Background: an optimization exercise with open tools, aiming at a short achievable clock period and few clock cycles. Do not read the settings as production practice.
Only the layout flow was run in this run; the RTL was not checked for function there.
Power and IR drop assume default switching activity.

$ cat flow/config.mk
export PLATFORM = sky130hd
export DESIGN_NAME = mips
export DESIGN_NICKNAME = mips
export VERILOG_FILES = /design/flow/design.v
export SDC_FILE = /design/flow/constraint.sdc
export NUM_CORES = 4
export LEC_CHECK = 0
export CAP_MARGIN = 20
export CORE_MARGIN = 2
export CORE_UTILIZATION = 40
export PLACE_DENSITY = 0.6
export SETUP_SLACK_MARGIN = 5
export SLEW_MARGIN = 20
export TNS_END_PERCENT = 100
$ cat flow/constraint.sdc
create_clock -name core_clock -period 8.0 [get_ports {clk}]
set_input_delay 1.6000 -clock core_clock [delete_from_list [all_inputs] [get_ports {clk}]]
set_output_delay 1.6000 -clock core_clock [all_outputs]
set_load 0.01 [all_outputs]
$ cat flow/design.v
module mips(
    input clk,
    input reset,
    output [31:0] i_addr,
    input [31:0] i_data,
    output [31:0] d_addr,
    output [31:0] d_wdata,
    output d_we,
    input [31:0] d_rdata,
    output rf_we,
    output [4:0] rf_waddr,
    output [31:0] rf_wdata
    );
	reg [31:0] pc;
	reg [31:0] ir_d, pc4_d;
	reg [31:0] a_e, b_e, st_e, bt_e;
	reg byp_a_e, byp_b_e, byp_st_e, ld_st_e;
	reg add_e, sub_e, slt_e, or_e, beq_e, jr_e, ld_e, sw_e, we_e;
	reg [4:0] dst_e;
	reg [31:0] ao_m, st_m;
	reg ld_m, sw_m, we_m;
	reg [4:0] dst_m;
	reg rf_we_w;
	reg [4:0] rf_waddr_w;
	reg [31:0] rf_wdata_w;
	reg [31:0] rf [1:31];
	wire [31:0] pc4 = pc + 32'd4;
	assign i_addr = pc;
	wire [5:0] op = ir_d[31:26];
	wire [5:0] fn = ir_d[5:0];
	wire [4:0] rs = ir_d[25:21];
	wire [4:0] rt = ir_d[20:16];
	wire [4:0] rd = ir_d[15:11];
	wire [15:0] imm = ir_d[15:0];
	wire is_r = op == 6'h00;
	wire d_addu = is_r && fn == 6'h21;
	wire d_subu = is_r && fn == 6'h23;
	wire d_slt = is_r && fn == 6'h2a;
	wire d_jr = is_r && fn == 6'h08;
	wire d_beq = op == 6'h04;
	wire d_addiu = op == 6'h09;
	wire d_ori = op == 6'h0d;
	wire d_lui = op == 6'h0f;
	wire d_lw = op == 6'h23;
	wire d_sw = op == 6'h2b;
	wire d_j = op == 6'h02;
	wire d_jal = op == 6'h03;
	wire d_beq_st = d_beq && rs == rt;    
	wire d_beq_dy = d_beq && rs != rt;
	wire d_rrr = d_addu || d_subu || d_slt;
	wire use_a = d_rrr || d_jr || d_beq_dy || d_addiu || d_ori || d_lw || d_sw;
	wire use_b = d_rrr || d_beq_dy;
	wire [4:0] d_dst = d_rrr ? rd :
	                   (d_addiu || d_ori || d_lui || d_lw) ? rt :
	                   d_jal ? 5'd31 : 5'd0;
	wire dec_we = d_dst != 5'd0;
	wire stall = ld_e && ((use_a && rs == dst_e) || (use_b && rt == dst_e));
	wire [31:0] m_val = ld_m ? d_rdata : ao_m;
	wire [31:0] rf_a = (rs == 5'd0) ? 32'd0 : rf[rs];
	wire [31:0] rf_b = (rt == 5'd0) ? 32'd0 : rf[rt];
	wire [31:0] va = (we_m && dst_m == rs) ? m_val : rf_a;
	wire [31:0] vb = (we_m && dst_m == rt) ? m_val : rf_b;
	wire [31:0] sext = {{16{imm[15]}}, imm};
	wire [31:0] bt_d = pc4_d + {sext[29:0], 2'b00};
	wire [31:0] imm_v = d_ori ? {16'd0, imm} :
	                    d_lui ? {imm, 16'd0} :
	                    d_jal ? pc4_d + 32'd4 : sext;
	wire redir_d = d_j || d_jal || d_beq_st;
	wire [31:0] tgt_d = d_beq ? bt_d : {pc4_d[31:28], ir_d[25:0], 2'b00};
	wire [31:0] A = byp_a_e ? ao_m : a_e;
	wire [31:0] B = byp_b_e ? ao_m : b_e;
	wire [31:0] sum = A + B;
	wire [32:0] dif = {1'b0, A} - {1'b0, B};
	wire [31:0] res = ({32{add_e}} & sum) |
	                  ({32{sub_e}} & dif[31:0]) |
	                  {31'd0, slt_e & dif[32]} |
	                  ({32{or_e}} & (A | B));
	wire redir_e = (beq_e && A == B) || jr_e;
	wire [31:0] tgt_e = jr_e ? A : bt_e;
	wire [31:0] st_v = ld_st_e ? d_rdata : byp_st_e ? ao_m : st_e;
	integer i;
	always @(posedge clk) begin
		if (reset) begin
			pc <= 32'h0000_3000;
			ir_d <= 32'd0;
			pc4_d <= 32'd0;
		end else if (redir_e) begin
			pc <= tgt_e;
			ir_d <= 32'd0;
		end else if (!stall) begin
			pc <= redir_d ? tgt_d : pc4;
			ir_d <= i_data;
			pc4_d <= pc4;
		end
	end
	always @(posedge clk) begin
		if (reset || stall) begin
			byp_a_e <= 1'b0; byp_b_e <= 1'b0; byp_st_e <= 1'b0; ld_st_e <= 1'b0;
			add_e <= 1'b0; sub_e <= 1'b0; slt_e <= 1'b0; or_e <= 1'b0;
			beq_e <= 1'b0; jr_e <= 1'b0; ld_e <= 1'b0; sw_e <= 1'b0; we_e <= 1'b0;
			dst_e <= 5'd0;
		end else begin
			byp_a_e <= use_a && we_e && dst_e == rs;
			byp_b_e <= use_b && we_e && dst_e == rt;
			byp_st_e <= we_e && !ld_e && dst_e == rt;
			ld_st_e <= ld_e && dst_e == rt;
			add_e <= d_addu || d_addiu || d_lw || d_sw;
			sub_e <= d_subu;
			slt_e <= d_slt;
			or_e <= d_ori || d_lui || d_jal;
			beq_e <= d_beq_dy;
			jr_e <= d_jr;
			ld_e <= d_lw && dec_we;
			sw_e <= d_sw;
			we_e <= dec_we;
			dst_e <= d_dst;
		end
		if (reset) begin
			a_e <= 32'd0; b_e <= 32'd0; st_e <= 32'd0; bt_e <= 32'd0;
		end else begin
			a_e <= (d_lui || d_jal) ? 32'd0 : va;
			b_e <= use_b ? vb : imm_v;
			st_e <= vb;
			bt_e <= bt_d;
		end
	end
	always @(posedge clk) begin
		if (reset) begin
			ao_m <= 32'd0; st_m <= 32'd0;
			ld_m <= 1'b0; sw_m <= 1'b0; we_m <= 1'b0; dst_m <= 5'd0;
			rf_we_w <= 1'b0; rf_waddr_w <= 5'd0; rf_wdata_w <= 32'd0;
		end else begin
			ao_m <= res; st_m <= st_v;
			ld_m <= ld_e; sw_m <= sw_e; we_m <= we_e; dst_m <= dst_e;
			rf_we_w <= we_m; rf_waddr_w <= dst_m; rf_wdata_w <= m_val;
		end
	end
	always @(posedge clk) begin
		if (reset) begin
			for (i = 1; i < 32; i = i + 1) rf[i] <= 32'd0;
		end else if (we_m) begin
			rf[dst_m] <= m_val;
		end
	end
	assign d_addr = ao_m;
	assign d_wdata = st_m;
	assign d_we = sw_m;
	assign rf_we = rf_we_w;
	assign rf_waddr = rf_waddr_w;
	assign rf_wdata = rf_wdata_w;
endmodule
$ cat flow/run.sh
#!/bin/bash
# synth_recipe.tcl (not shown) runs the flow's synth.tcl, then flattens the netlist and writes it again
# the make line also repeats each setting of config.mk as NAME=value (left out here)
make -C /OpenROAD-flow-scripts/flow DESIGN_CONFIG=/design/flow/config.mk WORK_HOME=/design/flow/orfs CLKGATE_MAP_FILE= SYNTH_SCRIPT=/design/flow/synth_recipe.tcl finish
==> summary.txt <==
==> cells by family after synthesis <==
family | after synthesis | share of synthesized area, %
compound gates | 708 | 6.345
xor+xnor | 142 | 1.708
fa+ha+maj | 129 | 2.247
buf+inv | 680 | 3.670
flops | 1386 | 52.17
mux | 842 | 22.59
simple gates | 1970 | 11.26
==> worst register-to-register path, stage by stage (launching register included) <==
cell	delay [ns]
dfxtp_4	0.36
buf_12	0.14
buf_12	0.16
mux2i_4	0.30
ha_4	0.25
or3_4	0.37
or4_4	0.48
nor2_4	0.12
nand4_1	0.12
buf_6	0.16
buf_12	0.15
a311oi_4	0.46
a21oi_4	0.13
a221oi_2	0.25
nor2_1	0.06
==> sequential cells by signal, indices dropped and copies added, names as in the netlist, 5 cells and up, named ones only <==
register    flops
a_e            32
ao_m           32
b_e            32
bt_e           32
dst_e           5
dst_m           5
ir_d           32
pc             32
pc4_d          32
rf           1024
rf_waddr_w      5
rf_wdata_w     32
st_e           32
st_m           32
==> layer usage <==
metal / up-vias / global-route usage (%)
met5: - / 0
met4: 4 / 18.46
met3: 865 / 7.435
met2: 3940 / 46.36
met1: 28160 / 37.42
li1: 22531 / -
==> synth_stat cells (all sizes together), types with 6 or more instances <==
cell,instances
a21o,43
mux4,640
or3,12
a31oi,16
mux2,14
o21ai,94
a221o,15
o221ai,12
buf,135
nor3b,13
or4,6
a211oi,67
nand2,256
and4,10
and2,28
a311oi,11
a222oi,8
nor4,8
nor2b,31
clkbuf,398
xor2,59
and3,45
a2bb2oi,9
ha,126
xnor2,83
nor3,52
mux2i,188
a221oi,30
o21bai,19
nor2,1390
o22ai,33
o21a,16
inv,147
edfxtp,1024
o211ai,14
nand2b,22
or2,7
nand3b,8
nand3,48
dfxtp,362
o31ai,16
a21oi,260
nand4,22
==> path summary, 6_finish.rpt <==
check	endpoint	slack, ns
hold / removal	pc[31]	0.46
setup reg to reg	pc[9]	4.32
hold reg to reg	pc[31]	0.46
setup / recovery	pc[9]	4.32
==> report_power, final <==
group	internal [mW]	switching, mW	total (mW)
combinational	1.13	1.54	2.67
sequential	7.94	0.199	8.13
clock	4.21	3.18	7.39
==> timing repair <==
item / in CTS / in global routing
hold endpoints to repair: 0 / 0
cloned: 62 / 29
resized for setup: 1213 / 234
pin swaps: 132 / 84
setup buffers: 231 / 58
endpoints found under the setup margin: 2403 / 683
==> cells in the final DEF, fill, tap and decap left out, types with 39 or more instances in the layout <==
cell type,synthesis,final
mux2i_1,188,80
nand3_1,47,41
a211oi_1,66,45
buf_6,1,72
nand2_1,256,185
edfxtp_1,1024,1024
nand2_8,0,74
a21o_1,43,43
xor2_1,59,59
clkbuf_16,0,171
and3_1,45,41
buf_2,75,78
dfxtp_1,362,258
o21ai_0,88,59
buf_16,0,39
a21oi_1,259,214
inv_1,147,135
buf_12,0,52
nor2_1,1390,1347
mux2i_2,0,44
ha_1,126,89
buf_4,5,254
dfxtp_4,0,72
mux2i_4,0,65
mux4_2,640,640
clkdlybuf4s50_1,0,64
xnor2_1,83,79
nor3_1,48,41
==> area by class of cell <==
class	instances	area, um^2	share of cell area (%)
multi-input cells	3843	36920	40.62
repair inverters	1	8.758	0.009637
diodes	4	10.01	0.01101
repair buffers	624	6874	7.564
well taps	2370	2965	3.263
clock buffers	207	4328	4.762
inverters	147	576.8	0.6347
clock inverters	79	895.9	0.9857
flip-flops and latches	1386	38310	42.15
==> results.yml <==
timing:
  whs_ns: 0.4642
  worst_pin_slew_ns: 1.172
  min_period_over_period_pct: 45.95
  min_period_ns: 3.676
  setup_viol: 0
  fmax_mhz: 272.1
  fin_setup_tns_ns: 0
  rsz0062_at_grt: "yes"
  slew_viol_final: 0
  relSlewSlack_pct: 21.78
  fin_ws_ns: 4.324
  finalHoldViolCount: 0
  skew_ns: 0.05616
synth:
  synth_async_sr_flop_share_pct: 0
  synth_area_um2: 72830
  netlist.area_leader.share_pct: 42.22
  yosysSeqAreaShare_pct: 52.17
  yosysTopAreaCell: "edfxtp_1"
  yosys-top-cells-area: "edfxtp_1, mux4_2, dfxtp_1, nor2_1, mux2i_1"
  syn-mean-instance-area_um2: 12.43
  ys_ff_latch: 1386
  yosysWarnings: 1
  synth_ff_type: "edfxtp_1"
  synth.distinct_cells: 85
  synthCells: 5857
  synth_edf_count: 1024
  syn-num-nets: 6052
clocking:
  clock-root-buffer: "clkbuf_16"
  htree_levels: 4
  cts_tree: "yes"
  numCtsBuffers: 155
  clock_path_buffers: 3
  clock_latency_ns: 0.84
  cts_hold_buf: 0
  clkSinkCount: 1386
  clk_pin_slew_worst_paths_ns: 0.06
worst_setup_path:
  crit_required_ns: 8.67
  cp-end-kind: "flip-flop"
  path_max_fanout: 8
  slowest_delay_ns: 0.48
  cp_common_cell: "buf_12"
  start_kind: "flip-flop"
  rr_startpoint: "byp_b_e"
  critPathLaunch: "byp_b_e"
  cp_slowest_cell: "or4_4"
  crit_family: "simple AND/OR/NAND/NOR gates"
  cp.depth: 14
  cp.arrival_ns: 4.35
  crit_type: "reg -> reg"
  critPathBufInv: 4
  path_cells: "buf_12 -> buf_12 -> mux2i_4 -> ha_4 -> or3_4 -> or4_4 -> nor2_4 -> nand4_1 -> buf_6 -> buf_12 -> a311oi_4 -> a21oi_4 -> a221oi_2 -> nor2_1"
  r2r_cells: 14
finish:
  final_net_count: 6353
  fin_cells: 8661
  fin_util_pct: 50.28
  syn_to_final_growth_pct: 24.80
  fill_cells: 15158
  fin_area_um2: 90880
  drive_gt1_share_pct: 33.39
detailed_routing:
  vias_per_cell: 6.408
  wl_per_cell_um: 33.24
  drcViolationCount: 0
  drt_first_pass_iters: 6
  met1_length_um: 99710
  wl_um: 287900
  dr.max_layer_used: "met5"
  drt_iter0_drc: 8089
  route.met3.wl_um: 33450
  vias: 55500
  wl_met2_um: 132000
  ant_nets: 0
place:
  place_ws_ns: 2.348
  port_buffers: 200
  placed_cell_area_um2: 77570
  dpl.hpwl_um: 174400
  dp_cells: 7989
  routabilityCongestion: 0.9620
worst_hold_path:
  hold_depth: 2
  hold_start: "bt_e[31]"
  hold_path.class: "reg -> reg"
floorplanning:
  io_pins: 201
  coreArea_um2: 180700
  num_rows: 156
  dieWidth_um: 430.7
  initial_core_util_pct: 40.29
  die_area_um2: 185500
  die_h_um: 430.7
run:
  cap_violations: 0
global_routing:
  grt_max_degree: 83
  grt_pass1_vias: 53288
  antenna_found_initial: 7
  grt_pass1_wl_um: 394700
  groute.usage.overall_pct: 29.80
  grt-ovfl-total: 0
power:
  p_leak_nw: 31.72
  total_power_mw: 18.19
  power_density_nw_per_um2: 200.2
  ir_drop_v: 0.0002330
run_status:
  outcome: "complete, no violations"

-- static timing again, ports no longer ideal --
In the flow no input, the clock included, has a driving cell. The finished layout below was timed again as built, in two steps.
Step 1, drivers: a clkbuf_16 drives clk and a buf_2 each remaining input, both assumed.
Step 2 times the ports against the registers' clock, not the clock port: input delays grow and output delays shrink by t, the midpoint of the rising clock arrivals with the driver on.
Slacks: ideal / step 1 / step 2; pairs: ideal / step 1.
shift t [ns]: 0.896
setup slack, ns: 4.324 / 4.324 / 4.007
worst hold slack (ns): 0.464 / 0.464 / 0.464
clock arrival spread, ns: 0.062 / 0.062
worst data-port slew with drivers (ns): 0.10
After both steps this run still meets setup and hold. The setup slack of this run moves by 0.000 ns with the drivers and by -0.317 ns with both steps.
